This design comes from an exercise in tuning for small area and a short achievable clock period on the open sky130 flow, not from production work. Function was checked by simulation only, so behaviour that the tests miss may differ from the original. No activity file was given, so power comes from the tool's default toggle rates.

==> flow/flow/run.sh <==
#!/bin/bash
# Layout flow: the standard layout (standard.sh: ORFS synthesis to final
# layout), run unchanged for synthesis, then with these differences:
#  * port buffers are buf_2 cells instead of ORFS's default choice (a
#    clkdlybuf4s50_1 delay cell); every port still gets its buffer;
#  * CTS builds its tree from clkbuf_16 with larger sink clusters and
#    no dummy loads.
# Each tool's full output goes to a log in this folder (and ORFS's own per-step
# logs under orfs/logs/).
set -euo pipefail
bash standard.sh synth > synth.log 2>&1
export BUFFER_PORTS_ARGS="-buffer_cell sky130_fd_sc_hd__buf_2"
export CTS_ARGS="-sink_clustering_enable -repair_clock_nets -dont_use_dummy_load -sink_clustering_size 30 -sink_clustering_max_diameter 100 -buf_list {sky130_fd_sc_hd__clkbuf_16}"
bash standard.sh > layout.log 2>&1
==> flow/standard.sh <==
#!/bin/bash
# synth_recipe.tcl (not shown) runs the flow's synth.tcl, then flattens the netlist and writes it again
# the make line also repeats each setting of config.mk as NAME=value (left out here)
make -C /OpenROAD-flow-scripts/flow DESIGN_CONFIG=/design/flow/config.mk WORK_HOME=/design/flow/orfs CLKGATE_MAP_FILE= SYNTH_SCRIPT=/design/flow/synth_recipe.tcl "${@:-finish}"
==> flow/config.mk <==
export PLATFORM = sky130hd
export DESIGN_NAME = rv_core
export DESIGN_NICKNAME = rv_core
export VERILOG_FILES = /design/flow/design.v
export SDC_FILE = /design/flow/constraint.sdc
export NUM_CORES = 4
export LEC_CHECK = 0
export CAP_MARGIN = 20
export CORE_MARGIN = 2
export CORE_UTILIZATION = 65
export SETUP_SLACK_MARGIN = 4
export SLEW_MARGIN = 20
export SYNTH_HIERARCHICAL = 1
==> flow/constraint.sdc <==
create_clock -name core_clock -period 12.5 [get_ports {clk}]
set_input_delay 2.5000 -clock core_clock [delete_from_list [all_inputs] [get_ports {clk}]]
set_output_delay 2.5000 -clock core_clock [all_outputs]
set_load 0.01 [all_outputs]
==> flow/design.v <==
module rf_rd8(input [7:0] sel, input [7:0] d, output y);
assign y = |(sel & d);
endmodule
module rf_rd7(input [6:0] sel, input [6:0] d, output y);
assign y = |(sel & d);
endmodule
module rf_rd4(input [3:0] sel, input [3:0] d, output y);
assign y = |(sel & d);
endmodule
module rf_rdbit(input [31:1] sel, input [31:1] d, output q);
wire n1;
wire n2;
wire n3;
wire n4;
wire n5;
wire n6;
rf_rd8 u1(.sel(sel[8:1]), .d(d[8:1]), .y(n1));
rf_rd8 u2(.sel(sel[16:9]), .d(d[16:9]), .y(n2));
rf_rd8 u3(.sel(sel[24:17]), .d(d[24:17]), .y(n3));
rf_rd7 u4(.sel(sel[31:25]), .d(d[31:25]), .y(n4));
g_nor2 u5(.a(n1), .b(n2), .y(n5));
g_nor2 u6(.a(n3), .b(n4), .y(n6));
g_nand2 u7(.a(n5), .b(n6), .y(q));
endmodule
module rf_rdbit_pd(input [7:0] lo, input [3:0] hi, input [31:1] d, output q);
wire n1;
wire n2;
wire n3;
wire n4;
rf_rd7 u1(.sel(lo[7:1]), .d(d[7:1]), .y(n1));
rf_rd8 u2(.sel(lo), .d(d[15:8]), .y(n2));
rf_rd8 u3(.sel(lo), .d(d[23:16]), .y(n3));
rf_rd8 u4(.sel(lo), .d(d[31:24]), .y(n4));
rf_rd4 u5(.sel(hi), .d({n4, n3, n2, n1}), .y(q));
endmodule
module rf_rdbit3(input [31:1] sel, input [31:1] d, output q);
wire n1;
wire n2;
wire n3;
wire n4;
wire n5;
wire n6;
wire n7;
wire n8;
wire n9;
wire n10;
wire n11;
wire n12;
wire n13;
wire n14;
wire n15;
g_aoi222 u1(.a(sel[1]), .b(d[1]), .c(sel[2]), .d(d[2]), .e(sel[3]), .f(d[3]), .y(n1));
g_aoi222 u2(.a(sel[4]), .b(d[4]), .c(sel[5]), .d(d[5]), .e(sel[6]), .f(d[6]), .y(n2));
g_aoi222 u3(.a(sel[7]), .b(d[7]), .c(sel[8]), .d(d[8]), .e(sel[9]), .f(d[9]), .y(n3));
g_aoi222 u4(.a(sel[10]), .b(d[10]), .c(sel[11]), .d(d[11]), .e(sel[12]), .f(d[12]), .y(n4));
g_aoi222 u5(.a(sel[13]), .b(d[13]), .c(sel[14]), .d(d[14]), .e(sel[15]), .f(d[15]), .y(n5));
g_aoi222 u6(.a(sel[16]), .b(d[16]), .c(sel[17]), .d(d[17]), .e(sel[18]), .f(d[18]), .y(n6));
g_aoi222 u7(.a(sel[19]), .b(d[19]), .c(sel[20]), .d(d[20]), .e(sel[21]), .f(d[21]), .y(n7));
g_aoi222 u8(.a(sel[22]), .b(d[22]), .c(sel[23]), .d(d[23]), .e(sel[24]), .f(d[24]), .y(n8));
g_aoi222 u9(.a(sel[25]), .b(d[25]), .c(sel[26]), .d(d[26]), .e(sel[27]), .f(d[27]), .y(n9));
g_aoi222 u10(.a(sel[28]), .b(d[28]), .c(sel[29]), .d(d[29]), .e(sel[30]), .f(d[30]), .y(n10));
g_nand2 u11(.a(sel[31]), .b(d[31]), .y(n11));
g_nand4 u12(.a(n1), .b(n2), .c(n3), .d(n4), .y(n12));
g_nand4 u13(.a(n5), .b(n6), .c(n7), .d(n8), .y(n13));
g_and3 u14(.a(n9), .b(n10), .c(n11), .y(n14));
g_nor2 u15(.a(n12), .b(n13), .y(n15));
g_nand2 u16(.a(n15), .b(n14), .y(q));
endmodule
module g_inv(input a, output y);
assign y = ~a;
endmodule
module g_nand2(input a, b, output y);
assign y = ~(a & b);
endmodule
module g_nor2(input a, b, output y);
assign y = ~(a | b);
endmodule
module g_nand4(input a, b, c, d, output y);
assign y = ~(a & b & c & d);
endmodule
module g_aoi21(input a, b, c, output y);
assign y = ~((a & b) | c);
endmodule
module g_oai21(input a, b, c, output y);
assign y = ~((a | b) & c);
endmodule
module g_aoi22(input a, b, c, d, output y);
assign y = ~((a & b) | (c & d));
endmodule
module g_aoi222(input a, b, c, d, e, f, output y);
assign y = ~((a & b) | (c & d) | (e & f));
endmodule
module g_nand3(input a, b, c, output y);
assign y = ~(a & b & c);
endmodule
module g_nor3(input a, b, c, output y);
assign y = ~(a | b | c);
endmodule
module g_and3(input a, b, c, output y);
assign y = a & b & c;
endmodule
module g_xor2(input a, b, output y);
assign y = a ^ b;
endmodule
module g_xnor2(input a, b, output y);
assign y = ~(a ^ b);
endmodule
module add_ksp(input [31:0] a, input [31:0] b, output [31:0] s, output [31:0] s2, output [31:0] p);
wire n1;
wire n2;
wire n3;
wire n4;
wire n5;
wire n6;
wire n7;
wire n8;
wire n9;
wire n10;
wire n11;
wire n12;
wire n13;
wire n14;
wire n15;
wire n16;
wire n17;
wire n18;
wire n19;
wire n20;
wire n21;
wire n22;
wire n23;
wire n24;
wire n25;
wire n26;
wire n27;
wire n28;
wire n29;
wire n30;
wire n31;
wire n32;
wire n33;
wire n34;
wire n35;
wire n36;
wire n37;
wire n38;
wire n39;
wire n40;
wire n41;
wire n42;
wire n43;
wire n44;
wire n45;
wire n46;
wire n47;
wire n48;
wire n49;
wire n50;
wire n51;
wire n52;
wire n53;
wire n54;
wire n55;
wire n56;
wire n57;
wire n58;
wire n59;
wire n60;
wire n61;
wire n62;
wire n63;
wire n64;
wire n97;
wire n98;
wire n99;
wire n100;
wire n101;
wire n102;
wire n103;
wire n104;
wire n105;
wire n106;
wire n107;
wire n108;
wire n109;
wire n110;
wire n111;
wire n112;
wire n113;
wire n114;
wire n115;
wire n116;
wire n117;
wire n118;
wire n119;
wire n120;
wire n121;
wire n122;
wire n123;
wire n124;
wire n125;
wire n126;
wire n127;
wire n128;
wire n129;
wire n130;
wire n131;
wire n132;
wire n133;
wire n134;
wire n135;
wire n136;
wire n137;
wire n138;
wire n139;
wire n140;
wire n141;
wire n142;
wire n143;
wire n144;
wire n145;
wire n146;
wire n147;
wire n148;
wire n149;
wire n150;
wire n151;
wire n152;
wire n153;
wire n154;
wire n155;
wire n156;
wire n157;
wire n158;
wire n159;
wire n160;
wire n161;
wire n162;
wire n163;
wire n164;
wire n165;
wire n166;
wire n167;
wire n168;
wire n169;
wire n170;
wire n171;
wire n172;
wire n173;
wire n174;
wire n175;
wire n176;
wire n177;
wire n178;
wire n179;
wire n180;
wire n181;
wire n182;
wire n183;
wire n184;
wire n185;
wire n186;
wire n187;
wire n188;
wire n189;
wire n190;
wire n191;
wire n192;
wire n193;
wire n194;
wire n195;
wire n196;
wire n197;
wire n198;
wire n199;
wire n200;
wire n201;
wire n202;
wire n203;
wire n204;
wire n205;
wire n206;
wire n207;
wire n208;
wire n209;
wire n210;
wire n211;
wire n212;
wire n213;
wire n214;
wire n215;
wire n216;
wire n217;
wire n218;
wire n219;
wire n220;
wire n221;
wire n222;
wire n223;
wire n224;
wire n225;
wire n226;
wire n227;
wire n228;
wire n229;
wire n230;
wire n231;
wire n232;
wire n233;
wire n234;
wire n235;
wire n236;
wire n237;
wire n238;
wire n239;
wire n240;
wire n241;
wire n242;
wire n243;
wire n244;
wire n245;
wire n246;
wire n247;
wire n248;
wire n249;
wire n250;
wire n251;
wire n252;
wire n253;
wire n254;
wire n255;
wire n256;
wire n257;
wire n258;
wire n259;
wire n260;
wire n261;
wire n262;
wire n263;
wire n264;
wire n265;
wire n266;
wire n267;
wire n268;
wire n269;
wire n270;
wire n271;
wire n272;
wire n273;
wire n274;
wire n275;
wire n276;
wire n277;
wire n278;
wire n279;
wire n280;
wire n281;
wire n282;
wire n283;
wire n284;
wire n285;
wire n286;
wire n287;
wire n288;
wire n289;
wire n290;
wire n291;
wire n292;
wire n293;
wire n294;
wire n295;
wire n296;
wire n297;
wire n298;
wire n299;
wire n300;
wire n301;
wire n302;
wire n303;
wire n304;
wire n305;
wire n306;
wire n307;
wire n308;
wire n309;
wire n310;
wire n311;
wire n312;
wire n313;
wire n314;
wire n315;
wire n316;
wire n317;
wire n318;
wire n319;
wire n320;
wire n321;
wire n322;
wire n323;
wire n324;
wire n325;
wire n326;
wire n327;
wire n328;
wire n329;
wire n330;
wire n331;
wire n332;
wire n333;
wire n334;
wire n335;
wire n336;
wire n337;
wire n338;
g_nand2 u1(.a(a[0]), .b(b[0]), .y(n1));
g_nor2 u2(.a(a[0]), .b(b[0]), .y(n2));
g_nand2 u3(.a(a[1]), .b(b[1]), .y(n3));
g_nor2 u4(.a(a[1]), .b(b[1]), .y(n4));
g_nand2 u5(.a(a[2]), .b(b[2]), .y(n5));
g_nor2 u6(.a(a[2]), .b(b[2]), .y(n6));
g_nand2 u7(.a(a[3]), .b(b[3]), .y(n7));
g_nor2 u8(.a(a[3]), .b(b[3]), .y(n8));
g_nand2 u9(.a(a[4]), .b(b[4]), .y(n9));
g_nor2 u10(.a(a[4]), .b(b[4]), .y(n10));
g_nand2 u11(.a(a[5]), .b(b[5]), .y(n11));
g_nor2 u12(.a(a[5]), .b(b[5]), .y(n12));
g_nand2 u13(.a(a[6]), .b(b[6]), .y(n13));
g_nor2 u14(.a(a[6]), .b(b[6]), .y(n14));
g_nand2 u15(.a(a[7]), .b(b[7]), .y(n15));
g_nor2 u16(.a(a[7]), .b(b[7]), .y(n16));
g_nand2 u17(.a(a[8]), .b(b[8]), .y(n17));
g_nor2 u18(.a(a[8]), .b(b[8]), .y(n18));
g_nand2 u19(.a(a[9]), .b(b[9]), .y(n19));
g_nor2 u20(.a(a[9]), .b(b[9]), .y(n20));
g_nand2 u21(.a(a[10]), .b(b[10]), .y(n21));
g_nor2 u22(.a(a[10]), .b(b[10]), .y(n22));
g_nand2 u23(.a(a[11]), .b(b[11]), .y(n23));
g_nor2 u24(.a(a[11]), .b(b[11]), .y(n24));
g_nand2 u25(.a(a[12]), .b(b[12]), .y(n25));
g_nor2 u26(.a(a[12]), .b(b[12]), .y(n26));
g_nand2 u27(.a(a[13]), .b(b[13]), .y(n27));
g_nor2 u28(.a(a[13]), .b(b[13]), .y(n28));
g_nand2 u29(.a(a[14]), .b(b[14]), .y(n29));
g_nor2 u30(.a(a[14]), .b(b[14]), .y(n30));
g_nand2 u31(.a(a[15]), .b(b[15]), .y(n31));
g_nor2 u32(.a(a[15]), .b(b[15]), .y(n32));
g_nand2 u33(.a(a[16]), .b(b[16]), .y(n33));
g_nor2 u34(.a(a[16]), .b(b[16]), .y(n34));
g_nand2 u35(.a(a[17]), .b(b[17]), .y(n35));
g_nor2 u36(.a(a[17]), .b(b[17]), .y(n36));
g_nand2 u37(.a(a[18]), .b(b[18]), .y(n37));
g_nor2 u38(.a(a[18]), .b(b[18]), .y(n38));
g_nand2 u39(.a(a[19]), .b(b[19]), .y(n39));
g_nor2 u40(.a(a[19]), .b(b[19]), .y(n40));
g_nand2 u41(.a(a[20]), .b(b[20]), .y(n41));
g_nor2 u42(.a(a[20]), .b(b[20]), .y(n42));
g_nand2 u43(.a(a[21]), .b(b[21]), .y(n43));
g_nor2 u44(.a(a[21]), .b(b[21]), .y(n44));
g_nand2 u45(.a(a[22]), .b(b[22]), .y(n45));
g_nor2 u46(.a(a[22]), .b(b[22]), .y(n46));
g_nand2 u47(.a(a[23]), .b(b[23]), .y(n47));
g_nor2 u48(.a(a[23]), .b(b[23]), .y(n48));
g_nand2 u49(.a(a[24]), .b(b[24]), .y(n49));
g_nor2 u50(.a(a[24]), .b(b[24]), .y(n50));
g_nand2 u51(.a(a[25]), .b(b[25]), .y(n51));
g_nor2 u52(.a(a[25]), .b(b[25]), .y(n52));
g_nand2 u53(.a(a[26]), .b(b[26]), .y(n53));
g_nor2 u54(.a(a[26]), .b(b[26]), .y(n54));
g_nand2 u55(.a(a[27]), .b(b[27]), .y(n55));
g_nor2 u56(.a(a[27]), .b(b[27]), .y(n56));
g_nand2 u57(.a(a[28]), .b(b[28]), .y(n57));
g_nor2 u58(.a(a[28]), .b(b[28]), .y(n58));
g_nand2 u59(.a(a[29]), .b(b[29]), .y(n59));
g_nor2 u60(.a(a[29]), .b(b[29]), .y(n60));
g_nand2 u61(.a(a[30]), .b(b[30]), .y(n61));
g_nor2 u62(.a(a[30]), .b(b[30]), .y(n62));
g_nand2 u63(.a(a[31]), .b(b[31]), .y(n63));
g_nor2 u64(.a(a[31]), .b(b[31]), .y(n64));
g_xor2 u65(.a(a[0]), .b(b[0]), .y(p[0]));
g_xor2 u66(.a(a[1]), .b(b[1]), .y(p[1]));
g_xor2 u67(.a(a[2]), .b(b[2]), .y(p[2]));
g_xor2 u68(.a(a[3]), .b(b[3]), .y(p[3]));
g_xor2 u69(.a(a[4]), .b(b[4]), .y(p[4]));
g_xor2 u70(.a(a[5]), .b(b[5]), .y(p[5]));
g_xor2 u71(.a(a[6]), .b(b[6]), .y(p[6]));
g_xor2 u72(.a(a[7]), .b(b[7]), .y(p[7]));
g_xor2 u73(.a(a[8]), .b(b[8]), .y(p[8]));
g_xor2 u74(.a(a[9]), .b(b[9]), .y(p[9]));
g_xor2 u75(.a(a[10]), .b(b[10]), .y(p[10]));
g_xor2 u76(.a(a[11]), .b(b[11]), .y(p[11]));
g_xor2 u77(.a(a[12]), .b(b[12]), .y(p[12]));
g_xor2 u78(.a(a[13]), .b(b[13]), .y(p[13]));
g_xor2 u79(.a(a[14]), .b(b[14]), .y(p[14]));
g_xor2 u80(.a(a[15]), .b(b[15]), .y(p[15]));
g_xor2 u81(.a(a[16]), .b(b[16]), .y(p[16]));
g_xor2 u82(.a(a[17]), .b(b[17]), .y(p[17]));
g_xor2 u83(.a(a[18]), .b(b[18]), .y(p[18]));
g_xor2 u84(.a(a[19]), .b(b[19]), .y(p[19]));
g_xor2 u85(.a(a[20]), .b(b[20]), .y(p[20]));
g_xor2 u86(.a(a[21]), .b(b[21]), .y(p[21]));
g_xor2 u87(.a(a[22]), .b(b[22]), .y(p[22]));
g_xor2 u88(.a(a[23]), .b(b[23]), .y(p[23]));
g_xor2 u89(.a(a[24]), .b(b[24]), .y(p[24]));
g_xor2 u90(.a(a[25]), .b(b[25]), .y(p[25]));
g_xor2 u91(.a(a[26]), .b(b[26]), .y(p[26]));
g_xor2 u92(.a(a[27]), .b(b[27]), .y(p[27]));
g_xor2 u93(.a(a[28]), .b(b[28]), .y(p[28]));
g_xor2 u94(.a(a[29]), .b(b[29]), .y(p[29]));
g_xor2 u95(.a(a[30]), .b(b[30]), .y(p[30]));
g_xor2 u96(.a(a[31]), .b(b[31]), .y(p[31]));
g_oai21 u97(.a(n4), .b(n1), .c(n3), .y(n97));
g_oai21 u98(.a(n6), .b(n3), .c(n5), .y(n98));
g_nor2 u99(.a(n6), .b(n4), .y(n99));
g_oai21 u100(.a(n8), .b(n5), .c(n7), .y(n100));
g_nor2 u101(.a(n8), .b(n6), .y(n101));
g_oai21 u102(.a(n10), .b(n7), .c(n9), .y(n102));
g_nor2 u103(.a(n10), .b(n8), .y(n103));
g_oai21 u104(.a(n12), .b(n9), .c(n11), .y(n104));
g_nor2 u105(.a(n12), .b(n10), .y(n105));
g_oai21 u106(.a(n14), .b(n11), .c(n13), .y(n106));
g_nor2 u107(.a(n14), .b(n12), .y(n107));
g_oai21 u108(.a(n16), .b(n13), .c(n15), .y(n108));
g_nor2 u109(.a(n16), .b(n14), .y(n109));
g_oai21 u110(.a(n18), .b(n15), .c(n17), .y(n110));
g_nor2 u111(.a(n18), .b(n16), .y(n111));
g_oai21 u112(.a(n20), .b(n17), .c(n19), .y(n112));
g_nor2 u113(.a(n20), .b(n18), .y(n113));
g_oai21 u114(.a(n22), .b(n19), .c(n21), .y(n114));
g_nor2 u115(.a(n22), .b(n20), .y(n115));
g_oai21 u116(.a(n24), .b(n21), .c(n23), .y(n116));
g_nor2 u117(.a(n24), .b(n22), .y(n117));
g_oai21 u118(.a(n26), .b(n23), .c(n25), .y(n118));
g_nor2 u119(.a(n26), .b(n24), .y(n119));
g_oai21 u120(.a(n28), .b(n25), .c(n27), .y(n120));
g_nor2 u121(.a(n28), .b(n26), .y(n121));
g_oai21 u122(.a(n30), .b(n27), .c(n29), .y(n122));
g_nor2 u123(.a(n30), .b(n28), .y(n123));
g_oai21 u124(.a(n32), .b(n29), .c(n31), .y(n124));
g_nor2 u125(.a(n32), .b(n30), .y(n125));
g_oai21 u126(.a(n34), .b(n31), .c(n33), .y(n126));
g_nor2 u127(.a(n34), .b(n32), .y(n127));
g_oai21 u128(.a(n36), .b(n33), .c(n35), .y(n128));
g_nor2 u129(.a(n36), .b(n34), .y(n129));
g_oai21 u130(.a(n38), .b(n35), .c(n37), .y(n130));
g_nor2 u131(.a(n38), .b(n36), .y(n131));
g_oai21 u132(.a(n40), .b(n37), .c(n39), .y(n132));
g_nor2 u133(.a(n40), .b(n38), .y(n133));
g_oai21 u134(.a(n42), .b(n39), .c(n41), .y(n134));
g_nor2 u135(.a(n42), .b(n40), .y(n135));
g_oai21 u136(.a(n44), .b(n41), .c(n43), .y(n136));
g_nor2 u137(.a(n44), .b(n42), .y(n137));
g_oai21 u138(.a(n46), .b(n43), .c(n45), .y(n138));
g_nor2 u139(.a(n46), .b(n44), .y(n139));
g_oai21 u140(.a(n48), .b(n45), .c(n47), .y(n140));
g_nor2 u141(.a(n48), .b(n46), .y(n141));
g_oai21 u142(.a(n50), .b(n47), .c(n49), .y(n142));
g_nor2 u143(.a(n50), .b(n48), .y(n143));
g_oai21 u144(.a(n52), .b(n49), .c(n51), .y(n144));
g_nor2 u145(.a(n52), .b(n50), .y(n145));
g_oai21 u146(.a(n54), .b(n51), .c(n53), .y(n146));
g_nor2 u147(.a(n54), .b(n52), .y(n147));
g_oai21 u148(.a(n56), .b(n53), .c(n55), .y(n148));
g_nor2 u149(.a(n56), .b(n54), .y(n149));
g_oai21 u150(.a(n58), .b(n55), .c(n57), .y(n150));
g_nor2 u151(.a(n58), .b(n56), .y(n151));
g_oai21 u152(.a(n60), .b(n57), .c(n59), .y(n152));
g_nor2 u153(.a(n60), .b(n58), .y(n153));
g_oai21 u154(.a(n62), .b(n59), .c(n61), .y(n154));
g_nor2 u155(.a(n62), .b(n60), .y(n155));
g_oai21 u156(.a(n64), .b(n61), .c(n63), .y(n156));
g_nor2 u157(.a(n64), .b(n62), .y(n157));
g_inv u158(.a(n1), .y(n158));
g_aoi21 u159(.a(n99), .b(n158), .c(n98), .y(n159));
g_aoi21 u160(.a(n101), .b(n97), .c(n100), .y(n160));
g_aoi21 u161(.a(n103), .b(n98), .c(n102), .y(n161));
g_nand2 u162(.a(n103), .b(n99), .y(n162));
g_aoi21 u163(.a(n105), .b(n100), .c(n104), .y(n163));
g_nand2 u164(.a(n105), .b(n101), .y(n164));
g_aoi21 u165(.a(n107), .b(n102), .c(n106), .y(n165));
g_nand2 u166(.a(n107), .b(n103), .y(n166));
g_aoi21 u167(.a(n109), .b(n104), .c(n108), .y(n167));
g_nand2 u168(.a(n109), .b(n105), .y(n168));
g_aoi21 u169(.a(n111), .b(n106), .c(n110), .y(n169));
g_nand2 u170(.a(n111), .b(n107), .y(n170));
g_aoi21 u171(.a(n113), .b(n108), .c(n112), .y(n171));
g_nand2 u172(.a(n113), .b(n109), .y(n172));
g_aoi21 u173(.a(n115), .b(n110), .c(n114), .y(n173));
g_nand2 u174(.a(n115), .b(n111), .y(n174));
g_aoi21 u175(.a(n117), .b(n112), .c(n116), .y(n175));
g_nand2 u176(.a(n117), .b(n113), .y(n176));
g_aoi21 u177(.a(n119), .b(n114), .c(n118), .y(n177));
g_nand2 u178(.a(n119), .b(n115), .y(n178));
g_aoi21 u179(.a(n121), .b(n116), .c(n120), .y(n179));
g_nand2 u180(.a(n121), .b(n117), .y(n180));
g_aoi21 u181(.a(n123), .b(n118), .c(n122), .y(n181));
g_nand2 u182(.a(n123), .b(n119), .y(n182));
g_aoi21 u183(.a(n125), .b(n120), .c(n124), .y(n183));
g_nand2 u184(.a(n125), .b(n121), .y(n184));
g_aoi21 u185(.a(n127), .b(n122), .c(n126), .y(n185));
g_nand2 u186(.a(n127), .b(n123), .y(n186));
g_aoi21 u187(.a(n129), .b(n124), .c(n128), .y(n187));
g_nand2 u188(.a(n129), .b(n125), .y(n188));
g_aoi21 u189(.a(n131), .b(n126), .c(n130), .y(n189));
g_nand2 u190(.a(n131), .b(n127), .y(n190));
g_aoi21 u191(.a(n133), .b(n128), .c(n132), .y(n191));
g_nand2 u192(.a(n133), .b(n129), .y(n192));
g_aoi21 u193(.a(n135), .b(n130), .c(n134), .y(n193));
g_nand2 u194(.a(n135), .b(n131), .y(n194));
g_aoi21 u195(.a(n137), .b(n132), .c(n136), .y(n195));
g_nand2 u196(.a(n137), .b(n133), .y(n196));
g_aoi21 u197(.a(n139), .b(n134), .c(n138), .y(n197));
g_nand2 u198(.a(n139), .b(n135), .y(n198));
g_aoi21 u199(.a(n141), .b(n136), .c(n140), .y(n199));
g_nand2 u200(.a(n141), .b(n137), .y(n200));
g_aoi21 u201(.a(n143), .b(n138), .c(n142), .y(n201));
g_nand2 u202(.a(n143), .b(n139), .y(n202));
g_aoi21 u203(.a(n145), .b(n140), .c(n144), .y(n203));
g_nand2 u204(.a(n145), .b(n141), .y(n204));
g_aoi21 u205(.a(n147), .b(n142), .c(n146), .y(n205));
g_nand2 u206(.a(n147), .b(n143), .y(n206));
g_aoi21 u207(.a(n149), .b(n144), .c(n148), .y(n207));
g_nand2 u208(.a(n149), .b(n145), .y(n208));
g_aoi21 u209(.a(n151), .b(n146), .c(n150), .y(n209));
g_nand2 u210(.a(n151), .b(n147), .y(n210));
g_aoi21 u211(.a(n153), .b(n148), .c(n152), .y(n211));
g_nand2 u212(.a(n153), .b(n149), .y(n212));
g_aoi21 u213(.a(n155), .b(n150), .c(n154), .y(n213));
g_nand2 u214(.a(n155), .b(n151), .y(n214));
g_aoi21 u215(.a(n157), .b(n152), .c(n156), .y(n215));
g_nand2 u216(.a(n157), .b(n153), .y(n216));
g_inv u217(.a(n158), .y(n217));
g_inv u218(.a(n97), .y(n218));
g_oai21 u219(.a(n162), .b(n217), .c(n161), .y(n219));
g_oai21 u220(.a(n164), .b(n218), .c(n163), .y(n220));
g_oai21 u221(.a(n166), .b(n159), .c(n165), .y(n221));
g_oai21 u222(.a(n168), .b(n160), .c(n167), .y(n222));
g_oai21 u223(.a(n170), .b(n161), .c(n169), .y(n223));
g_nor2 u224(.a(n170), .b(n162), .y(n224));
g_oai21 u225(.a(n172), .b(n163), .c(n171), .y(n225));
g_nor2 u226(.a(n172), .b(n164), .y(n226));
g_oai21 u227(.a(n174), .b(n165), .c(n173), .y(n227));
g_nor2 u228(.a(n174), .b(n166), .y(n228));
g_oai21 u229(.a(n176), .b(n167), .c(n175), .y(n229));
g_nor2 u230(.a(n176), .b(n168), .y(n230));
g_oai21 u231(.a(n178), .b(n169), .c(n177), .y(n231));
g_nor2 u232(.a(n178), .b(n170), .y(n232));
g_oai21 u233(.a(n180), .b(n171), .c(n179), .y(n233));
g_nor2 u234(.a(n180), .b(n172), .y(n234));
g_oai21 u235(.a(n182), .b(n173), .c(n181), .y(n235));
g_nor2 u236(.a(n182), .b(n174), .y(n236));
g_oai21 u237(.a(n184), .b(n175), .c(n183), .y(n237));
g_nor2 u238(.a(n184), .b(n176), .y(n238));
g_oai21 u239(.a(n186), .b(n177), .c(n185), .y(n239));
g_nor2 u240(.a(n186), .b(n178), .y(n240));
g_oai21 u241(.a(n188), .b(n179), .c(n187), .y(n241));
g_nor2 u242(.a(n188), .b(n180), .y(n242));
g_oai21 u243(.a(n190), .b(n181), .c(n189), .y(n243));
g_nor2 u244(.a(n190), .b(n182), .y(n244));
g_oai21 u245(.a(n192), .b(n183), .c(n191), .y(n245));
g_nor2 u246(.a(n192), .b(n184), .y(n246));
g_oai21 u247(.a(n194), .b(n185), .c(n193), .y(n247));
g_nor2 u248(.a(n194), .b(n186), .y(n248));
g_oai21 u249(.a(n196), .b(n187), .c(n195), .y(n249));
g_nor2 u250(.a(n196), .b(n188), .y(n250));
g_oai21 u251(.a(n198), .b(n189), .c(n197), .y(n251));
g_nor2 u252(.a(n198), .b(n190), .y(n252));
g_oai21 u253(.a(n200), .b(n191), .c(n199), .y(n253));
g_nor2 u254(.a(n200), .b(n192), .y(n254));
g_oai21 u255(.a(n202), .b(n193), .c(n201), .y(n255));
g_nor2 u256(.a(n202), .b(n194), .y(n256));
g_oai21 u257(.a(n204), .b(n195), .c(n203), .y(n257));
g_nor2 u258(.a(n204), .b(n196), .y(n258));
g_oai21 u259(.a(n206), .b(n197), .c(n205), .y(n259));
g_nor2 u260(.a(n206), .b(n198), .y(n260));
g_oai21 u261(.a(n208), .b(n199), .c(n207), .y(n261));
g_nor2 u262(.a(n208), .b(n200), .y(n262));
g_oai21 u263(.a(n210), .b(n201), .c(n209), .y(n263));
g_nor2 u264(.a(n210), .b(n202), .y(n264));
g_oai21 u265(.a(n212), .b(n203), .c(n211), .y(n265));
g_nor2 u266(.a(n212), .b(n204), .y(n266));
g_oai21 u267(.a(n214), .b(n205), .c(n213), .y(n267));
g_nor2 u268(.a(n214), .b(n206), .y(n268));
g_oai21 u269(.a(n216), .b(n207), .c(n215), .y(n269));
g_nor2 u270(.a(n216), .b(n208), .y(n270));
g_inv u271(.a(n217), .y(n271));
g_inv u272(.a(n218), .y(n272));
g_inv u273(.a(n159), .y(n273));
g_inv u274(.a(n160), .y(n274));
g_aoi21 u275(.a(n224), .b(n271), .c(n223), .y(n275));
g_aoi21 u276(.a(n226), .b(n272), .c(n225), .y(n276));
g_aoi21 u277(.a(n228), .b(n273), .c(n227), .y(n277));
g_aoi21 u278(.a(n230), .b(n274), .c(n229), .y(n278));
g_aoi21 u279(.a(n232), .b(n219), .c(n231), .y(n279));
g_aoi21 u280(.a(n234), .b(n220), .c(n233), .y(n280));
g_aoi21 u281(.a(n236), .b(n221), .c(n235), .y(n281));
g_aoi21 u282(.a(n238), .b(n222), .c(n237), .y(n282));
g_aoi21 u283(.a(n240), .b(n223), .c(n239), .y(n283));
g_nand2 u284(.a(n240), .b(n224), .y(n284));
g_aoi21 u285(.a(n242), .b(n225), .c(n241), .y(n285));
g_nand2 u286(.a(n242), .b(n226), .y(n286));
g_aoi21 u287(.a(n244), .b(n227), .c(n243), .y(n287));
g_nand2 u288(.a(n244), .b(n228), .y(n288));
g_aoi21 u289(.a(n246), .b(n229), .c(n245), .y(n289));
g_nand2 u290(.a(n246), .b(n230), .y(n290));
g_aoi21 u291(.a(n248), .b(n231), .c(n247), .y(n291));
g_nand2 u292(.a(n248), .b(n232), .y(n292));
g_aoi21 u293(.a(n250), .b(n233), .c(n249), .y(n293));
g_nand2 u294(.a(n250), .b(n234), .y(n294));
g_aoi21 u295(.a(n252), .b(n235), .c(n251), .y(n295));
g_nand2 u296(.a(n252), .b(n236), .y(n296));
g_aoi21 u297(.a(n254), .b(n237), .c(n253), .y(n297));
g_nand2 u298(.a(n254), .b(n238), .y(n298));
g_aoi21 u299(.a(n256), .b(n239), .c(n255), .y(n299));
g_nand2 u300(.a(n256), .b(n240), .y(n300));
g_aoi21 u301(.a(n258), .b(n241), .c(n257), .y(n301));
g_nand2 u302(.a(n258), .b(n242), .y(n302));
g_aoi21 u303(.a(n260), .b(n243), .c(n259), .y(n303));
g_nand2 u304(.a(n260), .b(n244), .y(n304));
g_aoi21 u305(.a(n262), .b(n245), .c(n261), .y(n305));
g_nand2 u306(.a(n262), .b(n246), .y(n306));
g_aoi21 u307(.a(n264), .b(n247), .c(n263), .y(n307));
g_nand2 u308(.a(n264), .b(n248), .y(n308));
g_aoi21 u309(.a(n266), .b(n249), .c(n265), .y(n309));
g_nand2 u310(.a(n266), .b(n250), .y(n310));
g_aoi21 u311(.a(n268), .b(n251), .c(n267), .y(n311));
g_nand2 u312(.a(n268), .b(n252), .y(n312));
g_aoi21 u313(.a(n270), .b(n253), .c(n269), .y(n313));
g_nand2 u314(.a(n270), .b(n254), .y(n314));
g_inv u315(.a(n271), .y(n315));
g_inv u316(.a(n272), .y(n316));
g_inv u317(.a(n273), .y(n317));
g_inv u318(.a(n274), .y(n318));
g_inv u319(.a(n219), .y(n319));
g_inv u320(.a(n220), .y(n320));
g_inv u321(.a(n221), .y(n321));
g_inv u322(.a(n222), .y(n322));
g_oai21 u323(.a(n284), .b(n315), .c(n283), .y(n323));
g_oai21 u324(.a(n286), .b(n316), .c(n285), .y(n324));
g_oai21 u325(.a(n288), .b(n317), .c(n287), .y(n325));
g_oai21 u326(.a(n290), .b(n318), .c(n289), .y(n326));
g_oai21 u327(.a(n292), .b(n319), .c(n291), .y(n327));
g_oai21 u328(.a(n294), .b(n320), .c(n293), .y(n328));
g_oai21 u329(.a(n296), .b(n321), .c(n295), .y(n329));
g_oai21 u330(.a(n298), .b(n322), .c(n297), .y(n330));
g_oai21 u331(.a(n300), .b(n275), .c(n299), .y(n331));
g_oai21 u332(.a(n302), .b(n276), .c(n301), .y(n332));
g_oai21 u333(.a(n304), .b(n277), .c(n303), .y(n333));
g_oai21 u334(.a(n306), .b(n278), .c(n305), .y(n334));
g_oai21 u335(.a(n308), .b(n279), .c(n307), .y(n335));
g_oai21 u336(.a(n310), .b(n280), .c(n309), .y(n336));
g_oai21 u337(.a(n312), .b(n281), .c(n311), .y(n337));
g_oai21 u338(.a(n314), .b(n282), .c(n313), .y(n338));
g_xnor2 u339(.a(p[1]), .b(n315), .y(s[1]));
g_xnor2 u340(.a(p[1]), .b(n315), .y(s2[1]));
g_xnor2 u341(.a(p[2]), .b(n316), .y(s[2]));
g_xnor2 u342(.a(p[2]), .b(n316), .y(s2[2]));
g_xnor2 u343(.a(p[3]), .b(n317), .y(s[3]));
g_xnor2 u344(.a(p[3]), .b(n317), .y(s2[3]));
g_xnor2 u345(.a(p[4]), .b(n318), .y(s[4]));
g_xnor2 u346(.a(p[4]), .b(n318), .y(s2[4]));
g_xnor2 u347(.a(p[5]), .b(n319), .y(s[5]));
g_xnor2 u348(.a(p[5]), .b(n319), .y(s2[5]));
g_xnor2 u349(.a(p[6]), .b(n320), .y(s[6]));
g_xnor2 u350(.a(p[6]), .b(n320), .y(s2[6]));
g_xnor2 u351(.a(p[7]), .b(n321), .y(s[7]));
g_xnor2 u352(.a(p[7]), .b(n321), .y(s2[7]));
g_xnor2 u353(.a(p[8]), .b(n322), .y(s[8]));
g_xnor2 u354(.a(p[8]), .b(n322), .y(s2[8]));
g_xnor2 u355(.a(p[9]), .b(n275), .y(s[9]));
g_xnor2 u356(.a(p[9]), .b(n275), .y(s2[9]));
g_xnor2 u357(.a(p[10]), .b(n276), .y(s[10]));
g_xnor2 u358(.a(p[10]), .b(n276), .y(s2[10]));
g_xnor2 u359(.a(p[11]), .b(n277), .y(s[11]));
g_xnor2 u360(.a(p[11]), .b(n277), .y(s2[11]));
g_xnor2 u361(.a(p[12]), .b(n278), .y(s[12]));
g_xnor2 u362(.a(p[12]), .b(n278), .y(s2[12]));
g_xnor2 u363(.a(p[13]), .b(n279), .y(s[13]));
g_xnor2 u364(.a(p[13]), .b(n279), .y(s2[13]));
g_xnor2 u365(.a(p[14]), .b(n280), .y(s[14]));
g_xnor2 u366(.a(p[14]), .b(n280), .y(s2[14]));
g_xnor2 u367(.a(p[15]), .b(n281), .y(s[15]));
g_xnor2 u368(.a(p[15]), .b(n281), .y(s2[15]));
g_xnor2 u369(.a(p[16]), .b(n282), .y(s[16]));
g_xnor2 u370(.a(p[16]), .b(n282), .y(s2[16]));
g_xor2 u371(.a(p[17]), .b(n323), .y(s[17]));
g_xor2 u372(.a(p[17]), .b(n323), .y(s2[17]));
g_xor2 u373(.a(p[18]), .b(n324), .y(s[18]));
g_xor2 u374(.a(p[18]), .b(n324), .y(s2[18]));
g_xor2 u375(.a(p[19]), .b(n325), .y(s[19]));
g_xor2 u376(.a(p[19]), .b(n325), .y(s2[19]));
g_xor2 u377(.a(p[20]), .b(n326), .y(s[20]));
g_xor2 u378(.a(p[20]), .b(n326), .y(s2[20]));
g_xor2 u379(.a(p[21]), .b(n327), .y(s[21]));
g_xor2 u380(.a(p[21]), .b(n327), .y(s2[21]));
g_xor2 u381(.a(p[22]), .b(n328), .y(s[22]));
g_xor2 u382(.a(p[22]), .b(n328), .y(s2[22]));
g_xor2 u383(.a(p[23]), .b(n329), .y(s[23]));
g_xor2 u384(.a(p[23]), .b(n329), .y(s2[23]));
g_xor2 u385(.a(p[24]), .b(n330), .y(s[24]));
g_xor2 u386(.a(p[24]), .b(n330), .y(s2[24]));
g_xor2 u387(.a(p[25]), .b(n331), .y(s[25]));
g_xor2 u388(.a(p[25]), .b(n331), .y(s2[25]));
g_xor2 u389(.a(p[26]), .b(n332), .y(s[26]));
g_xor2 u390(.a(p[26]), .b(n332), .y(s2[26]));
g_xor2 u391(.a(p[27]), .b(n333), .y(s[27]));
g_xor2 u392(.a(p[27]), .b(n333), .y(s2[27]));
g_xor2 u393(.a(p[28]), .b(n334), .y(s[28]));
g_xor2 u394(.a(p[28]), .b(n334), .y(s2[28]));
g_xor2 u395(.a(p[29]), .b(n335), .y(s[29]));
g_xor2 u396(.a(p[29]), .b(n335), .y(s2[29]));
g_xor2 u397(.a(p[30]), .b(n336), .y(s[30]));
g_xor2 u398(.a(p[30]), .b(n336), .y(s2[30]));
g_xor2 u399(.a(p[31]), .b(n337), .y(s[31]));
g_xor2 u400(.a(p[31]), .b(n337), .y(s2[31]));
assign s[0] = p[0];
assign s2[0] = p[0];
endmodule
module xor32(input [31:0] a, input [31:0] b, output [31:0] y);
assign y = a ^ b;
endmodule
module add_sk_cy(input [31:0] a, input [31:0] b, input [31:0] p, input cin, output [31:0] c);
wire [31:0] g = a & b;
wire g_0 = g[0] | (p[0] & cin);
wire G0_1 = g[1] | (p[1] & g_0);
wire G0_3 = g[3] | (p[3] & g[2]);
wire P0_3 = p[3] & p[2];
wire G0_5 = g[5] | (p[5] & g[4]);
wire P0_5 = p[5] & p[4];
wire G0_7 = g[7] | (p[7] & g[6]);
wire P0_7 = p[7] & p[6];
wire G0_9 = g[9] | (p[9] & g[8]);
wire P0_9 = p[9] & p[8];
wire G0_11 = g[11] | (p[11] & g[10]);
wire P0_11 = p[11] & p[10];
wire G0_13 = g[13] | (p[13] & g[12]);
wire P0_13 = p[13] & p[12];
wire G0_15 = g[15] | (p[15] & g[14]);
wire P0_15 = p[15] & p[14];
wire G0_17 = g[17] | (p[17] & g[16]);
wire P0_17 = p[17] & p[16];
wire G0_19 = g[19] | (p[19] & g[18]);
wire P0_19 = p[19] & p[18];
wire G0_21 = g[21] | (p[21] & g[20]);
wire P0_21 = p[21] & p[20];
wire G0_23 = g[23] | (p[23] & g[22]);
wire P0_23 = p[23] & p[22];
wire G0_25 = g[25] | (p[25] & g[24]);
wire P0_25 = p[25] & p[24];
wire G0_27 = g[27] | (p[27] & g[26]);
wire P0_27 = p[27] & p[26];
wire G0_29 = g[29] | (p[29] & g[28]);
wire P0_29 = p[29] & p[28];
wire G0_31 = g[31] | (p[31] & g[30]);
wire P0_31 = p[31] & p[30];
wire G1_2 = g[2] | (p[2] & G0_1);
wire G1_3 = G0_3 | (P0_3 & G0_1);
wire G1_6 = g[6] | (p[6] & G0_5);
wire P1_6 = p[6] & P0_5;
wire G1_7 = G0_7 | (P0_7 & G0_5);
wire P1_7 = P0_7 & P0_5;
wire G1_10 = g[10] | (p[10] & G0_9);
wire P1_10 = p[10] & P0_9;
wire G1_11 = G0_11 | (P0_11 & G0_9);
wire P1_11 = P0_11 & P0_9;
wire G1_14 = g[14] | (p[14] & G0_13);
wire P1_14 = p[14] & P0_13;
wire G1_15 = G0_15 | (P0_15 & G0_13);
wire P1_15 = P0_15 & P0_13;
wire G1_18 = g[18] | (p[18] & G0_17);
wire P1_18 = p[18] & P0_17;
wire G1_19 = G0_19 | (P0_19 & G0_17);
wire P1_19 = P0_19 & P0_17;
wire G1_22 = g[22] | (p[22] & G0_21);
wire P1_22 = p[22] & P0_21;
wire G1_23 = G0_23 | (P0_23 & G0_21);
wire P1_23 = P0_23 & P0_21;
wire G1_26 = g[26] | (p[26] & G0_25);
wire P1_26 = p[26] & P0_25;
wire G1_27 = G0_27 | (P0_27 & G0_25);
wire P1_27 = P0_27 & P0_25;
wire G1_30 = g[30] | (p[30] & G0_29);
wire P1_30 = p[30] & P0_29;
wire G1_31 = G0_31 | (P0_31 & G0_29);
wire P1_31 = P0_31 & P0_29;
wire G2_4 = g[4] | (p[4] & G1_3);
wire G2_5 = G0_5 | (P0_5 & G1_3);
wire G2_6 = G1_6 | (P1_6 & G1_3);
wire G2_7 = G1_7 | (P1_7 & G1_3);
wire G2_12 = g[12] | (p[12] & G1_11);
wire P2_12 = p[12] & P1_11;
wire G2_13 = G0_13 | (P0_13 & G1_11);
wire P2_13 = P0_13 & P1_11;
wire G2_14 = G1_14 | (P1_14 & G1_11);
wire P2_14 = P1_14 & P1_11;
wire G2_15 = G1_15 | (P1_15 & G1_11);
wire P2_15 = P1_15 & P1_11;
wire G2_20 = g[20] | (p[20] & G1_19);
wire P2_20 = p[20] & P1_19;
wire G2_21 = G0_21 | (P0_21 & G1_19);
wire P2_21 = P0_21 & P1_19;
wire G2_22 = G1_22 | (P1_22 & G1_19);
wire P2_22 = P1_22 & P1_19;
wire G2_23 = G1_23 | (P1_23 & G1_19);
wire P2_23 = P1_23 & P1_19;
wire G2_28 = g[28] | (p[28] & G1_27);
wire P2_28 = p[28] & P1_27;
wire G2_29 = G0_29 | (P0_29 & G1_27);
wire P2_29 = P0_29 & P1_27;
wire G2_30 = G1_30 | (P1_30 & G1_27);
wire P2_30 = P1_30 & P1_27;
wire G2_31 = G1_31 | (P1_31 & G1_27);
wire P2_31 = P1_31 & P1_27;
wire G3_8 = g[8] | (p[8] & G2_7);
wire G3_9 = G0_9 | (P0_9 & G2_7);
wire G3_10 = G1_10 | (P1_10 & G2_7);
wire G3_11 = G1_11 | (P1_11 & G2_7);
wire G3_12 = G2_12 | (P2_12 & G2_7);
wire G3_13 = G2_13 | (P2_13 & G2_7);
wire G3_14 = G2_14 | (P2_14 & G2_7);
wire G3_15 = G2_15 | (P2_15 & G2_7);
wire G3_24 = g[24] | (p[24] & G2_23);
wire P3_24 = p[24] & P2_23;
wire G3_25 = G0_25 | (P0_25 & G2_23);
wire P3_25 = P0_25 & P2_23;
wire G3_26 = G1_26 | (P1_26 & G2_23);
wire P3_26 = P1_26 & P2_23;
wire G3_27 = G1_27 | (P1_27 & G2_23);
wire P3_27 = P1_27 & P2_23;
wire G3_28 = G2_28 | (P2_28 & G2_23);
wire P3_28 = P2_28 & P2_23;
wire G3_29 = G2_29 | (P2_29 & G2_23);
wire P3_29 = P2_29 & P2_23;
wire G3_30 = G2_30 | (P2_30 & G2_23);
wire P3_30 = P2_30 & P2_23;
wire G3_31 = G2_31 | (P2_31 & G2_23);
wire P3_31 = P2_31 & P2_23;
wire G4_16 = g[16] | (p[16] & G3_15);
wire G4_17 = G0_17 | (P0_17 & G3_15);
wire G4_18 = G1_18 | (P1_18 & G3_15);
wire G4_19 = G1_19 | (P1_19 & G3_15);
wire G4_20 = G2_20 | (P2_20 & G3_15);
wire G4_21 = G2_21 | (P2_21 & G3_15);
wire G4_22 = G2_22 | (P2_22 & G3_15);
wire G4_23 = G2_23 | (P2_23 & G3_15);
wire G4_24 = G3_24 | (P3_24 & G3_15);
wire G4_25 = G3_25 | (P3_25 & G3_15);
wire G4_26 = G3_26 | (P3_26 & G3_15);
wire G4_27 = G3_27 | (P3_27 & G3_15);
wire G4_28 = G3_28 | (P3_28 & G3_15);
wire G4_29 = G3_29 | (P3_29 & G3_15);
wire G4_30 = G3_30 | (P3_30 & G3_15);
wire G4_31 = G3_31 | (P3_31 & G3_15);
assign c[0] = g_0;
assign c[1] = G0_1;
assign c[2] = G1_2;
assign c[3] = G1_3;
assign c[4] = G2_4;
assign c[5] = G2_5;
assign c[6] = G2_6;
assign c[7] = G2_7;
assign c[8] = G3_8;
assign c[9] = G3_9;
assign c[10] = G3_10;
assign c[11] = G3_11;
assign c[12] = G3_12;
assign c[13] = G3_13;
assign c[14] = G3_14;
assign c[15] = G3_15;
assign c[16] = G4_16;
assign c[17] = G4_17;
assign c[18] = G4_18;
assign c[19] = G4_19;
assign c[20] = G4_20;
assign c[21] = G4_21;
assign c[22] = G4_22;
assign c[23] = G4_23;
assign c[24] = G4_24;
assign c[25] = G4_25;
assign c[26] = G4_26;
assign c[27] = G4_27;
assign c[28] = G4_28;
assign c[29] = G4_29;
assign c[30] = G4_30;
assign c[31] = G4_31;
endmodule
module add_sk(input [31:0] a, input [31:0] b, input cin, output [31:0] s, output [31:0] p, output cout);
wire [31:0] c;
xor32 u_p(.a(a), .b(b), .y(p));
add_sk_cy u_c(.a(a), .b(b), .p(p), .cin(cin), .c(c));
xor32 u_s(.a(p), .b({c[30:0], cin}), .y(s));
assign cout = c[31];
endmodule
module ltu32(input [31:0] a, input [31:0] b, input [31:0] p, output lt);
wire [31:0] g = a & ~b;
wire [31:0] q = ~p;
wire G0_0 = g[1] | (q[1] & (g[0] | q[0]));
wire G0_2 = g[3] | (q[3] & g[2]);
wire P0_2 = q[3] & q[2];
wire G0_4 = g[5] | (q[5] & g[4]);
wire P0_4 = q[5] & q[4];
wire G0_6 = g[7] | (q[7] & g[6]);
wire P0_6 = q[7] & q[6];
wire G0_8 = g[9] | (q[9] & g[8]);
wire P0_8 = q[9] & q[8];
wire G0_10 = g[11] | (q[11] & g[10]);
wire P0_10 = q[11] & q[10];
wire G0_12 = g[13] | (q[13] & g[12]);
wire P0_12 = q[13] & q[12];
wire G0_14 = g[15] | (q[15] & g[14]);
wire P0_14 = q[15] & q[14];
wire G0_16 = g[17] | (q[17] & g[16]);
wire P0_16 = q[17] & q[16];
wire G0_18 = g[19] | (q[19] & g[18]);
wire P0_18 = q[19] & q[18];
wire G0_20 = g[21] | (q[21] & g[20]);
wire P0_20 = q[21] & q[20];
wire G0_22 = g[23] | (q[23] & g[22]);
wire P0_22 = q[23] & q[22];
wire G0_24 = g[25] | (q[25] & g[24]);
wire P0_24 = q[25] & q[24];
wire G0_26 = g[27] | (q[27] & g[26]);
wire P0_26 = q[27] & q[26];
wire G0_28 = g[29] | (q[29] & g[28]);
wire P0_28 = q[29] & q[28];
wire G0_30 = g[31] | (q[31] & g[30]);
wire P0_30 = q[31] & q[30];
wire G1_0 = G0_2 | (P0_2 & G0_0);
wire G1_2 = G0_6 | (P0_6 & G0_4);
wire P1_2 = P0_6 & P0_4;
wire G1_4 = G0_10 | (P0_10 & G0_8);
wire P1_4 = P0_10 & P0_8;
wire G1_6 = G0_14 | (P0_14 & G0_12);
wire P1_6 = P0_14 & P0_12;
wire G1_8 = G0_18 | (P0_18 & G0_16);
wire P1_8 = P0_18 & P0_16;
wire G1_10 = G0_22 | (P0_22 & G0_20);
wire P1_10 = P0_22 & P0_20;
wire G1_12 = G0_26 | (P0_26 & G0_24);
wire P1_12 = P0_26 & P0_24;
wire G1_14 = G0_30 | (P0_30 & G0_28);
wire P1_14 = P0_30 & P0_28;
wire G2_0 = G1_2 | (P1_2 & G1_0);
wire G2_2 = G1_6 | (P1_6 & G1_4);
wire P2_2 = P1_6 & P1_4;
wire G2_4 = G1_10 | (P1_10 & G1_8);
wire P2_4 = P1_10 & P1_8;
wire G2_6 = G1_14 | (P1_14 & G1_12);
wire P2_6 = P1_14 & P1_12;
wire G3_0 = G2_2 | (P2_2 & G2_0);
wire G3_2 = G2_6 | (P2_6 & G2_4);
wire P3_2 = P2_6 & P2_4;
wire G4_0 = G3_2 | (P3_2 & G3_0);
assign lt = ~G4_0;
endmodule
`timescale 1ns / 1ps
module rv_core(
    input clk,
    input rst_n,                 
    output [31:0] imem_addr,
    input  [31:0] imem_rdata,
    output [31:0] dmem_addr,
    output [31:0] dmem_wdata,
    output        dmem_we,
    input  [31:0] dmem_rdata
    );
wire [31:0] ins = imem_rdata;
wire [6:0]  op  = ins[6:0];
wire [2:0]  f3  = ins[14:12];
wire [4:0]  rd  = ins[11:7];
wire [4:0]  rs1 = ins[19:15];
wire [4:0]  rs2 = ins[24:20];
wire is_op    = (op == 7'b0110011);
wire is_opimm = (op == 7'b0010011);
wire is_lui   = (op == 7'b0110111);
wire is_load  = (op == 7'b0000011);
wire is_store = (op == 7'b0100011);
wire is_br    = (op == 7'b1100011);
wire is_jal   = (op == 7'b1101111);
reg  [31:1] pc_q;
wire [31:0] pc  = {pc_q, 1'b0};
wire [31:0] pc4 = {pc[31:2] + 30'd1, pc[1:0]};
reg  [31:0] rf [1:31];
wire        wen = rst_n & (is_op | is_opimm | is_lui | is_load | is_jal);
reg  [31:0] wdata;
integer k;
always @(posedge clk)
    for (k = 1; k < 32; k = k + 1)
        if (wen && rd == k)
            rf[k] <= wdata;
wire [61:0] sel1, sel2;      
genvar c;
generate
    for (c = 0; c < 2; c = c + 1) begin : g_dec
        rf_dec u_d1(.rs(rs1), .sel(sel1[31*c +: 31]));
        rf_dec u_d2(.rs(rs2), .sel(sel2[31*c +: 31]));
    end
endgenerate
wire [31:0] r1, r2;
genvar i, j;
generate
    for (i = 0; i < 32; i = i + 1) begin : g_rd
        wire [31:1] col;
        for (j = 1; j < 32; j = j + 1) begin : g_c
            assign col[j] = rf[j][i];
        end
        rf_rdbit3 u_r1(.sel(sel1[31*(i/16) +: 31]), .d(col), .q(r1[i]));
        rf_rdbit3 u_r2(.sel(sel2[31*(i/16) +: 31]), .d(col), .q(r2[i]));
    end
endgenerate
wire [31:0] imm_is = {{21{ins[31]}}, ins[30:25], (ins[5] ? ins[11:7] : ins[24:20])};
wire        b_reg  = ins[5] & (ins[4] | ins[6]);
wire [31:0] b      = b_reg ? r2 : imm_is;
wire [31:0] sum;             
wire [31:0] sum_o;           
wire [31:0] p;               
add_ksp u_add(.a(r1), .b(b), .s(sum_o), .s2(sum), .p(p));
wire        ltu;
ltu32 u_ltu(.a(r1), .b(b), .p(p), .lt(ltu));
wire        lts    = (r1[31] ^ b[31]) ? r1[31] : ltu;
wire        eq     = ~|p;        
reg [31:0] alu;
always @(*)
    case (f3)
        3'b000:  alu = sum;
        3'b010:  alu = {31'd0, lts};
        3'b011:  alu = {31'd0, ltu};
        3'b110:  alu = r1 | b;
        default: alu = 32'd0;
    endcase
always @(*)
    if (ins[2])
        wdata = ins[3] ? pc4 : {ins[31:12], 12'd0};
    else
        wdata = ins[4] ? alu : dmem_rdata;
wire [31:0] imm_bj = ins[3] ? {{12{ins[31]}}, ins[19:12], ins[20], ins[30:21], 1'b0}
                            : {{20{ins[31]}}, ins[7], ins[30:25], ins[11:8], 1'b0};
wire [31:0] target;
wire [31:0] unused_p;
wire        unused_c;
add_sk u_tgt(.a(pc), .b(imm_bj), .cin(1'b0), .s(target), .p(unused_p), .cout(unused_c));
wire        taken  = (is_br & eq) | is_jal;
always @(posedge clk)
    if (~rst_n)
        pc_q <= 31'd0;
    else
        pc_q <= taken ? target[31:1] : pc4[31:1];
assign imem_addr  = pc;
assign dmem_addr  = sum_o;
assign dmem_wdata = r2;
assign dmem_we    = is_store & rst_n;
endmodule
module rf_dec(
    input  [4:0]  rs,
    output [30:0] sel
    );
genvar k;
generate
    for (k = 1; k < 32; k = k + 1) begin : g_sel
        assign sel[k-1] = (rs == k);
    end
endgenerate
endmodule
==> impl_metrics.ini, run 1 <==
[timing]
relSlewSlack_pct = 34.0
worst_slack_ns = 3.77
post-route-period-util_pct = 69.8
fin_setup_tns_ns = 0
setup_viol = 0
drv_slew = 0
fin_crit_ns = 8.73
hold_viol_final = 0
skew_ns = 0.102
max_freq_ghz = 0.115
rsz0062_at_grt = yes
worstMarginPinSlew_ns = 0.990

[global_routing]
antenna_found_initial = 1
grt_usage_pct = 46.9
grt_pass1_vias = 37400
grt_pass1_wl_um = 254000
grt_overflow = 0
grt_start_max_net_pins = 59

[floorplan]
ios = 163
die_w_um = 273
start_util_pct = 65.8
die_area_um2 = 74600
rows = 98
die_y_um = 273
core_area_um2 = 71600

[final_layout]
fin_nets = 3868
area_delta_synth_final_pct = 15.2
final_cells = 4749
layout-drive-gt1-share_pct = 24.9

[power]
ir_drop_v = 0.000167
pwr-share-seq_pct = 55.6
power_frac_comb_pct = 21.0
cell_internal_pwr_mw = 4.86
clockPowerShare_pct = 23.4
p_per_area_nw_per_um2 = 126
netSwitchingFraction_pct = 28.9
power_mw = 6.83
p_switching_mw = 1.98
p_leak_nw = 17.4

[logic_synthesis]
yosysWarningCount = 8
netlist_instances = 3420
syn_area_um2 = 47100
syn_avg_cell_area_um2 = 13.8

[placement]
hpwl_um = 115000
gp_congestion = 1.08
dpl.cell_count = 4578
dpl_worst_slack_ns = 2.90
io_buffers = 161

[cts]
h-tree-depth = 2
cts_buffer_depth = 3
cts_tree = done
clk_latency_ns = 0.67
cts_root_buf = clkbuf_16
path_clk_slew_ns = 0.08
cts_num_sinks = 1023
cts_made_buffers = 42

[routing]
wl_per_cell_um = 38.4
route.met3.wl_um = 31100
routed_via_density = 8.44
routed.top_layer = met4
wl_um = 182000
first_iter_violations = 11000
ant_nets = 0
wl_met2_um = 78000
drc_errors = 0
route.vias.total = 40100
drtPass1Iterations = 22
met1Wirelength_um = 56600

[worst_setup_path]
slowest_stage = nand4_1
crit_chain = buf_12 -> or3b_4 -> nor2_4 -> buf_12 -> a222oi_1 -> nand4_1 -> nor2_2 -> nand2_2 -> mux2_4 -> nor2_4 -> nor2_2 -> a21oi_4 -> o21ai_2 -> a21oi_2 -> o21ai_2 -> xor2_1 -> buf_2
crit_fanout = 19
cp_slowest_stage_delay_ns = 0.44
critPathArrivalTime_ns = 6.23
cp.required_ns = 10.00
worst_setup_path_start_kind = input pin
endpoint_kind = output pin
worst_r2r_path_depth = 16
worstSetupPathType = input pin to output pin

[min_path]
hp-class = register to register
hold_depth = 2

[job]
drv_cap = 0

[status]
status = finished clean
what timing repair did:
action	CTS	global route
setup buffers	48	76
hold buffers	0	0
endpoints found under the setup margin	32	27
gates cloned	0	4
pin swaps	86	115
resized for setup	277	166
worst max-delay path: cells and delay by family:
| kind | cells | cell delay [ns] |
|---|---|---|
| and+or+nand+nor | 7 | 1.57 |
| xor gates and xnor gates | 1 | 0.28 |
| buffers and inverters | 3 | 0.50 |
| AOI/OAI and AO/OA | 5 | 1.00 |
| muxes | 1 | 0.33 |
power groups by stage:
stage	clock (mW)	sequential, mW	combinational [mW]
finish	1.60	3.80	1.44
global route	1.69	3.80	1.47
CTS	1.57	3.80	1.27
detailed placement	0	3.88	1.14
global placement	0	3.88	1.13
floorplan	0	3.88	0.651
cell usage in the layout, fill, tap and decap left out, drive strengths merged, types with 11 or more instances in the layout:
| cell type | count |
|---|---|
| a211oi | 45 |
| a21o | 23 |
| a21oi | 83 |
| a222oi | 644 |
| a22o | 14 |
| and3 | 75 |
| buf | 419 |
| clkbuf | 42 |
| dfxtp | 31 |
| edfxtp | 992 |
| inv | 43 |
| mux2 | 24 |
| nand2 | 288 |
| nand2b | 15 |
| nand3 | 26 |
| nand3b | 13 |
| nand4 | 151 |
| nor2 | 375 |
| nor2b | 18 |
| nor3 | 12 |
| nor4 | 19 |
| o21ai | 103 |
| o221ai | 11 |
| or3b | 12 |
| xnor2 | 53 |
| xor2 | 132 |
path summary, 6_finish.rpt:
check | start | end | slack (ns)
setup reg to reg | rf[10][0] | rf[10][0] | 7.04
hold reg to reg | pc_q[1] | pc_q[1] | 0.67
hold / removal | pc_q[1] | pc_q[1] | 0.67
setup / recovery | imem_rdata[22] | dmem_addr[24] | 3.77
layout make-up:
cell class                      instances  area [um2]
Sequential cell                      1023       30400
Multi-Input combinational cell       2270       18200
Fill cell                            4421       17400
Timing Repair Buffer                  419        3270
Tap cell                              950        1190
Clock buffer                           42        1050
Inverter                               44         165
Antenna cell                            1        2.50
flip-flops by register name (all words and copies together) (netlist names):
register and flops:
pc_q 31, rf 992
per-stage QoR:
stage / util [%] / hold slack, ns / cell area [um2]
2_1_floorplan: - / 0.583 / 47100
3_3_place_gp: 70.0 / 0.607 / 50100
3_5_place_dp: 70.1 / 0.635 / 50200
4_1_cts: 73.7 / 0.651 / 52800
5_1_grt: 75.7 / 0.692 / 54200
6_report: 75.7 / 0.665 / 54200
metal layers:
layer / global-route usage (%) / vias up
met4: 29.6 / 0
met2: 69.9 / 4586
li1: - / 15600
met1: 60.7 / 18800
met5: 0 / -
met3: 14.0 / 1061
==> run 2: changes to the inputs <==
==> flow/flow/run.sh (replaced) <==
#!/bin/bash
# Layout flow: the standard layout (standard.sh: ORFS synthesis to final
# layout), run unchanged for synthesis, then with these differences:
#  * port buffers are buf_4 cells instead of ORFS's default choice (a
#    clkdlybuf4s50_1 delay cell); every port still gets its buffer;
#  * CTS builds its tree from clkbuf_16 with larger sink clusters and
#    no dummy loads.
# Each tool's full output goes to a log in this folder (and ORFS's own per-step
# logs under orfs/logs/).
set -euo pipefail
bash standard.sh synth > synth.log 2>&1
export BUFFER_PORTS_ARGS="-buffer_cell sky130_fd_sc_hd__buf_4"
export CTS_ARGS="-sink_clustering_enable -repair_clock_nets -dont_use_dummy_load -sink_clustering_size 30 -sink_clustering_max_diameter 100 -buf_list {sky130_fd_sc_hd__clkbuf_16}"
bash standard.sh > layout.log 2>&1
==> run 2 against run 1 <==
Via count increased by 0.18%. Die area unchanged. Routed wire length rose by 0.19%. Highest routed layer is now met5.
==> impl_metrics.ini, run 2 <==
[floorplan]
ios = 163
die_y_um = 273
die_area_um2 = 74600
die_w_um = 273
core_area_um2 = 71600
start_util_pct = 65.8
rows = 98

[timing]
worst_slack_ns = 3.76
whs_ns = 0.644
fin_crit_ns = 8.74
drv_slew = 0
max_freq_ghz = 0.114
post-route-period-util_pct = 69.9
skew_ns = 0.171
worstMarginPinSlew_ns = 0.999
setup_viol = 0
rsz0062_at_grt = yes
fin_setup_tns_ns = 0
relSlewSlack_pct = 32.7
hold_viol_final = 0

[cts]
cts_buffer_depth = 3
cts_num_sinks = 1023
path_clk_slew_ns = 0.06
h-tree-depth = 2
hold_buffers = 0
clk_latency_ns = 0.68
cts_tree = done
cts_made_buffers = 42
cts_root_buf = clkbuf_16

[placement]
dpl_worst_slack_ns = 3.14
dpl.cell_count = 4588
hpwl_um = 114000
io_buffers = 161
gp_congestion = 1.05

[routing]
routed.top_layer = met5
routed_via_density = 8.43
wl_met2_um = 78900
met1Wirelength_um = 55500
wl_um = 183000
first_iter_violations = 11100
drtPass1Iterations = 15
route.vias.total = 40200
route.met3.wl_um = 32000
ant_nets = 0
drc_errors = 0
wl_per_cell_um = 38.4

[min_path]
hp-class = register to register

[logic_synthesis]
netlist_instances = 3420
syn_avg_cell_area_um2 = 13.8
yosysWarningCount = 8
syn_area_um2 = 47100

[global_routing]
antenna_found_initial = 3
grt_pass1_vias = 37900
grt_start_max_net_pins = 59
grt_usage_pct = 47.0
grt_overflow = 0
grt_pass1_wl_um = 254000

[power]
ir_drop_v = 0.000160
p_leak_nw = 17.5
p_per_area_nw_per_um2 = 126
power_mw = 6.85

[job]
drv_cap = 0

[final_layout]
area_delta_synth_final_pct = 15.4
layout-drive-gt1-share_pct = 24.5
largest_register_ffs = 992
layout_common_cells = edfxtp_1 (992), a222oi_1 (644), buf_4 (377)
final_cells = 4761
fin_nets = 3879
max_flop_register = rf
layout.cells.most_common = edfxtp_1
top_regs = rf (992), pc_q (31)

[worst_setup_path]
cp.required_ns = 10.00
r2r_slack_ns = 7.12
endpoint_kind = output pin
crit_fanout = 19
worstSetupPathType = input pin to output pin
worst_setup_path_start_kind = input pin
critPathArrivalTime_ns = 6.24

[status]
status = finished clean
## run 2: cell types whose count changed in the layout (fill, tap and decap cells not counted), moves of 5 or more
cell and change:
a21oi_2 +5, buf_6 +6, buf_4 +163, nand2_1 +6, a21oi_4 -5, nor2_1 +10, buf_12 -9, buf_2 -148
nand2_4 -5, nor2_4 -8
## run 2: through the flow
| step | area [um2] | util (%) |
|---|---|---|
| floorplan | 47100 | - |
| global placement | 50600 | 70.6 |
| detailed placement | 50600 | 70.7 |
| CTS | 53000 | 74.1 |
| finish | 54400 | 75.9 |
| global route | 54400 | 75.9 |
## run 2: power breakdown
group	switching, mW	internal, mW	leakage (nW)
clock network	0.989	0.606	0.518
logic	0.967	0.486	7.72
registers	0.00564	3.80	9.31
## run 2: worst max-delay path: stages
cell and delay, ns:
buf_12 0.16, nand3b_1 0.15, buf_4 0.13, buf_4 0.15
nor2_4 0.10, a222oi_1 0.38, nand4_1 0.17, nor2_1 0.62
nand2_1 0.21, a21o_1 0.25, nor2_2 0.20, o21ai_1 0.13
a21oi_2 0.20, o21ai_1 0.14, a21oi_2 0.15, o21ai_2 0.09
xor2_1 0.27, buf_4 0.18
## run 2: final timing paths
check,from,to,depth (start not counted)
worst max-delay path,imem_rdata[21],dmem_addr[19],18
worst max register to register,rf[1][1],rf[5][0],15
worst min register to register,pc_q[1],pc_q[1],2
worst min-delay path,pc_q[1],pc_q[1],2
## run 2: cell type report
cell class	count	area, um2
Antenna cell	2	5.00
Clock buffer	42	1050
Fill cell	4333	17200
Inverter	44	165
Multi-Input combinational cell	2269	17900
Sequential cell	1023	30400
Tap cell	950	1190
Timing Repair Buffer	431	3650
## run 2: timing repair
item | in CTS | in global routing
setup endpoints to repair | 29 | 30
resized for setup | 220 | 175
pin swaps | 64 | 119
buffers inserted | 53 | 72
gates cloned | 0 | 2
## run 2: layer usage
metal	GRT usage [%]	vias to the layer above
li1	-	15700
met3	14.6	1102
met1	59.8	18800
met2	71.0	4603
met5	0	-
met4	29.2	2

-- re-timing with driven ports --
No port has a modelled driver above. Below, the same layouts with a new extraction and two added sets of constraints.
Step 1 (the two cells are an assumption about what drives the block):
set clk [get_ports {clk}]
set_driving_cell -lib_cell sky130_fd_sc_hd__clkbuf_16 $clk
set_driving_cell -lib_cell sky130_fd_sc_hd__buf_2 [delete_from_list [all_inputs] $clk]
Step 2 moves the port delays by t, midway between the first and last clock arrival at a register: inputs arrive t later, outputs are due t later. That takes back most of the time a late clock gives input paths.
Slacks: ideal ports / drivers / drivers and shift; pairs: ideal ports / drivers.
run | t (ns) | setup WS [ns] | worst data-port slew with drivers (ns) | pins driven straight from the clock port
run 1 | 0.691 | 3.772 / 3.726 / 3.726 | 0.07 | 1
run 2 | 0.664 | 3.764 / 3.683 / 3.683 | 0.08 | 1
After both steps setup and hold are still met in every run listed. The setup slack of run 2, which loses most, moves by -0.081 ns with the drivers and by -0.081 ns with both steps.
